Context: an optimization exercise on an open-source flow, tuned for small area. The choices shown serve that exercise and are no tape-out recipe. In this exercise RTL edits were held to simulation tests only and were not proved equivalent to the original. Power figures rest on the tool's default switching activity, not on a simulated workload.

## wip/garnet
// spi_interface
module spi_interface(
    output reg          mosi,
    input               miso,
    input               clk,
    input               rst,
    output reg          RX_valid,
    output reg [7:0]    output_shift_register,
    input               TX_valid,
    input [7:0]         input_shift_register
);
==> flow/config.mk <==
export PLATFORM = sky130hd
export DESIGN_NAME = spi_interface
export DESIGN_NICKNAME = spi_interface
export VERILOG_FILES = /design/flow/design.v
export SDC_FILE = /design/flow/constraint.sdc
export NUM_CORES = 8
export LEC_CHECK = 0
export ABC_AREA = 1
export CAP_MARGIN = 20
export CORE_MARGIN = 2
export CORE_UTILIZATION = 75
export PLACE_DENSITY = 0.8
export SLEW_MARGIN = 20
==> flow/constraint.sdc <==
create_clock -name core_clock -period 5.0 [get_ports {clk}]
set_input_delay 1.0000 -clock core_clock [delete_from_list [all_inputs] [get_ports {clk}]]
set_output_delay 1.0000 -clock core_clock [all_outputs]
set_load 0.01 [all_outputs]
standard.sh (not shown) runs the stock make flow with config.mk's settings and CLKGATE_MAP_FILE= SYNTH_SCRIPT=/design/flow/synth_recipe.tcl, a recipe that flattens the netlist after the stock synthesis.
==> flow/flow/run.sh <==
#!/bin/bash
# The standard layout, with our own clock tree synthesis options.
set -euo pipefail
export CTS_ARGS="-sink_clustering_enable -repair_clock_nets -sink_clustering_size 13 -sink_clustering_max_diameter 40 -buf_list sky130_fd_sc_hd__clkbuf_4 -dont_use_dummy_load"
export BUFFER_PORTS_ARGS="-buffer_cell sky130_fd_sc_hd__buf_1"
bash standard.sh > standard.log 2>&1
wip/garnet finished all stages; the layout is clean.
Input changes introduced in wip/cedar (baseline for comparison: wip/garnet):
==> flow/flow/run.sh <==
#!/bin/bash
# The standard layout, with our own clock tree synthesis options.
set -euo pipefail
export CTS_ARGS="-sink_clustering_enable -repair_clock_nets -sink_clustering_size 13 -sink_clustering_max_diameter 40 -buf_list sky130_fd_sc_hd__buf_4 -dont_use_dummy_load"
export BUFFER_PORTS_ARGS="-buffer_cell sky130_fd_sc_hd__buf_1"
bash standard.sh > standard.log 2>&1
--- a/flow/config.mk
+++ b/flow/config.mk
@@ -11,2 +11,2 @@
-export CORE_UTILIZATION = 75
-export PLACE_DENSITY = 0.8
+export CORE_UTILIZATION = 85
+export PLACE_DENSITY = 0.9
Notes after the runs:
Flow for wip/cedar halted at 3_5_place_dp, error code DPL-0033.
wip/cedar against wip/garnet: row count went down, width of the chip went down, initial cell density of the core went up, vertical die dimension went down, estimated wirelength of the detail-placed design went up.
Relative to wip/cedar, the following input files were edited for wip/harbor:
--- a/flow/flow/run.sh
+++ b/flow/flow/run.sh
@@ -4 +4 @@
-export CTS_ARGS="-sink_clustering_enable -repair_clock_nets -sink_clustering_size 13 -sink_clustering_max_diameter 40 -buf_list sky130_fd_sc_hd__buf_4 -dont_use_dummy_load"
+export CTS_ARGS="-sink_clustering_enable -repair_clock_nets -sink_clustering_size 12 -sink_clustering_max_diameter 35 -buf_list sky130_fd_sc_hd__buf_4 -dont_use_dummy_load"
--- a/flow/config.mk
+++ b/flow/config.mk
@@ -11,2 +11,2 @@
-export CORE_UTILIZATION = 85
-export PLACE_DENSITY = 0.9
+export CORE_UTILIZATION = 75
+export PLACE_DENSITY = 0.8
==> results.txt <==
- wip/harbor reached the end of the flow, and the finished layout is clean on the timing, design-rule and antenna checks.
- Per the comparison of wip/harbor with wip/cedar, I/O pin count about even, synthesized instance count about even, die boundary width rose 6.3%, last weighted congestion value of the routability-driven placer fell 0.051, cell area after technology mapping about even.
- wip/cedar -> wip/harbor: placed wire-length estimate decreased by more than a quarter
- Between wip/harbor and wip/cedar, it is wip/harbor whose die outline height is higher, by 8.9 um.
- Count of port buffers added during placement across wip/cedar and wip/harbor: no real change.
- Looking at floorplan row count across wip/cedar and wip/harbor, the one that comes out higher is wip/harbor.

========
spi_interface, a different RTL version from the one above (not shown whole).
Size in the first run: ~930 cells after synthesis, ~16,000 um^2 of cells after synthesis.
export LEC_CHECK = 0
export ABC_AREA = 0
export CAP_MARGIN = 20
export CORE_MARGIN = 2
export CORE_UTILIZATION = 75
export PLACE_DENSITY = 0.8
export SLEW_MARGIN = 20
export SYNTH_HIERARCHICAL = 1
create_clock -name core_clock -period 5.0 [get_ports {clk}]
==> flow/flow/run.sh <==
#!/bin/bash
set -euo pipefail
export CTS_ARGS="-sink_clustering_enable -repair_clock_nets -dont_use_dummy_load -sink_clustering_size 13 -sink_clustering_max_diameter 35 -buf_list sky130_fd_sc_hd__buf_4"
export BUFFER_PORTS_ARGS="-buffer_cell sky130_fd_sc_hd__buf_1"
export PRE_FLOORPLAN_TCL=$(pwd)/flow/restructure.tcl
bash standard.sh > standard.log 2>&1
==> flow/flow/restructure.tcl <==
# Before floorplanning: resynthesise the logic between flip-flops for area
# with OpenROAD's restructure (ABC). Flip-flops and ports are not touched.
set_dont_use $::env(DONT_USE_CELLS)
report_design_area
file mkdir $::env(OBJECTS_DIR)/restructure
restructure -target area -liberty_file [lindex $::env(LIB_FILES) 0] \
  -tielo_port [join $::env(TIELO_CELL_AND_PORT) /] \
  -tiehi_port [join $::env(TIEHI_CELL_AND_PORT) /] \
  -work_dir $::env(OBJECTS_DIR)/restructure
report_design_area
The baseline died in floorplan (2_1_floorplan), error EST-0104.
==> next run, changes <==
==> flow/flow/run.sh (replaced) <==
#!/bin/bash
set -euo pipefail
export CTS_ARGS="-sink_clustering_enable -repair_clock_nets -dont_use_dummy_load -sink_clustering_size 13 -sink_clustering_max_diameter 35 -buf_list sky130_fd_sc_hd__buf_4"
export BUFFER_PORTS_ARGS="-buffer_cell sky130_fd_sc_hd__buf_1"
bash standard.sh synth > synth.log 2>&1
RESTRUCTURE_RESULTS=orfs/results/sky130hd/spi_interface/base \
RESTRUCTURE_DONT_USE="sky130_fd_sc_hd__probe_p_8 sky130_fd_sc_hd__probec_p_8 sky130_fd_sc_hd__lpflow_*" \
  openroad -no_init -exit flow/restructure.tcl > restructure.log 2>&1
bash standard.sh > standard.log 2>&1
==> flow/flow/restructure.tcl (replaced) <==
# Resynthesise the logic between flip-flops of the synthesised design for
# area with OpenROAD's restructure (ABC), in place in 1_synth.odb. Flip-flops
# and ports are not touched.
set plat $::env(FLOW_HOME)/platforms/sky130hd
set res $::env(RESTRUCTURE_RESULTS)
read_db $res/1_synth.odb
read_liberty $plat/lib/sky130_fd_sc_hd__tt_025C_1v80.lib
read_sdc $res/1_synth.sdc
set_dont_use $::env(RESTRUCTURE_DONT_USE)
report_design_area
file mkdir restructure
restructure -target area -liberty_file $plat/lib/sky130_fd_sc_hd__tt_025C_1v80.lib \
  -tielo_port sky130_fd_sc_hd__conb_1/LO -tiehi_port sky130_fd_sc_hd__conb_1/HI \
  -work_dir restructure
report_design_area
write_db $res/1_synth.odb
Settings changed: ABC_AREA 0 to 1.
Now the flow ran to the end with no violations. Synthesized area hardly moves. Synthesized cell count went down by 0.76%.
==> next run, changes <==
Settings changed: ABC_AREA 1 to 0.
What happened: Worst setup slack loses 0.15 ns. Hold slack gains 0.011 ns. Via count went up by 3.8%. First-iteration DRC count climbs by 34%. Combinational power drops by 54%. Non-clock buffer count increases by 4. Utilization falls by 0.15 points. Clock skew stays flat. Power is lower by about 18%.
==> next run, changes <==
==> flow/flow/run.sh (replaced) <==
#!/bin/bash
# The standard layout, with our own clock tree synthesis options.
set -euo pipefail
export CTS_ARGS="-sink_clustering_enable -repair_clock_nets -dont_use_dummy_load -sink_clustering_size 13 -sink_clustering_max_diameter 35 -buf_list sky130_fd_sc_hd__buf_4"
export BUFFER_PORTS_ARGS="-buffer_cell sky130_fd_sc_hd__buf_1"
bash standard.sh > standard.log 2>&1
removed: flow/flow/restructure.tcl
Setup slack is better by 0.37 ns.
Power rises by about a fifth.
Wire length climbs slightly.
Area after synthesis rises slightly.
Critical path depth falls by 4.
==> next run, changes <==
==> flow/flow/run.sh (replaced) <==
#!/bin/bash
set -euo pipefail
export CTS_ARGS="-sink_clustering_enable -repair_clock_nets -dont_use_dummy_load -sink_clustering_size 13 -sink_clustering_max_diameter 35 -buf_list sky130_fd_sc_hd__buf_4"
export BUFFER_PORTS_ARGS="-buffer_cell sky130_fd_sc_hd__buf_1"
dont_use="sky130_fd_sc_hd__probe_p_8 sky130_fd_sc_hd__probec_p_8 sky130_fd_sc_hd__lpflow_*"
bash standard.sh synth > synth.log 2>&1
python3 flow/filter_lib.py $FLOW_HOME/platforms/sky130hd/lib/sky130_fd_sc_hd__tt_025C_1v80.lib restructure.lib "$dont_use"
RESTRUCTURE_RESULTS=orfs/results/sky130hd/spi_interface/base RESTRUCTURE_LIB=restructure.lib RESTRUCTURE_DONT_USE="$dont_use" \
  openroad -no_init -exit flow/restructure.tcl > restructure.log 2>&1
bash standard.sh > standard.log 2>&1
==> flow/flow/filter_lib.py (new file) <==
# Write a copy of a liberty file without the cells the platform marks
# don't-use, for restructure (which reads the liberty file directly).
import re, sys, fnmatch
src, dst = sys.argv[1], sys.argv[2]
pats = sys.argv[3].split()
text = open(src).read()
out = []
pos = 0
for m in re.finditer(r'\n\s*cell\s*\(\s*"?([\w$]+)"?\s*\)\s*\{', text):
    name = m.group(1)
    if not any(fnmatch.fnmatch(name, p) for p in pats):
        continue
    # find the matching closing brace of this cell group
    depth = 0
    i = m.end() - 1
    while True:
        c = text[i]
        if c == '{':
            depth += 1
        elif c == '}':
            depth -= 1
            if depth == 0:
                break
        i += 1
    out.append(text[pos:m.start()])
    pos = i + 1
out.append(text[pos:])
open(dst, 'w').write(''.join(out))
==> flow/flow/restructure.tcl (new file) <==
# Resynthesise the logic between flip-flops of the synthesised design for
# area with OpenROAD's restructure (ABC), in place in 1_synth.odb. Flip-flops
# and ports are not touched.
set plat $::env(FLOW_HOME)/platforms/sky130hd
set res $::env(RESTRUCTURE_RESULTS)
read_db $res/1_synth.odb
read_liberty $plat/lib/sky130_fd_sc_hd__tt_025C_1v80.lib
read_sdc $res/1_synth.sdc
set_dont_use $::env(RESTRUCTURE_DONT_USE)
report_design_area
file mkdir restructure
# restructure reads the liberty file itself: give it one without the
# don't-use cells
restructure -target area -liberty_file $::env(RESTRUCTURE_LIB) \
  -tielo_port sky130_fd_sc_hd__conb_1/LO -tiehi_port sky130_fd_sc_hd__conb_1/HI \
  -work_dir restructure
report_design_area
write_db $res/1_synth.odb
After rerunning:
- non-clock buffer count went up by 2
- critical path depth went up by 4
- maximum frequency is lower by 14%

[port drivers added, routing unchanged]
In the flow no input, the clock included, has a driving cell. The finished layouts below were timed again as built, in two steps. Step 1, drivers: a clkbuf_16 drives clk and a buf_2 each remaining input, both assumed. Step 2 also shifts input and output timing later by t, the mid clock arrival at the registers, as if the neighbouring blocks saw the same clock. Three values: ideal ports, drivers, drivers and shift; two values: the first two.
run	shift t [ns]	slack for setup (ns)	hold slack, ns	clock arrival spread, ns	worst register clock-pin slew, ns
wip/garnet	0.762	2.590 / 2.548 / 3.025	0.308 / 0.290 / 0.308	0.046 / 0.046	0.12 / 0.12
wip/harbor	0.611	2.750 / 2.706 / 2.975	0.290 / 0.290 / 0.290	0.048 / 0.048	0.11 / 0.11
the second run of note 2	0.620	2.487 / 2.487 / 2.487	0.289 / 0.289 / 0.289	0.053 / 0.052	0.12 / 0.12
the third run of note 2	0.633	2.339 / 2.339 / 2.339	0.299 / 0.299 / 0.299	0.049 / 0.049	0.12 / 0.12
the fourth run of note 2	0.619	2.706 / 2.666 / 2.984	0.303 / 0.303 / 0.303	0.056 / 0.056	0.11 / 0.11
the fifth run of note 2	0.633	2.339 / 2.339 / 2.339	0.299 / 0.299 / 0.299	0.049 / 0.049	0.12 / 0.12
After both steps every run listed still meets setup and hold.
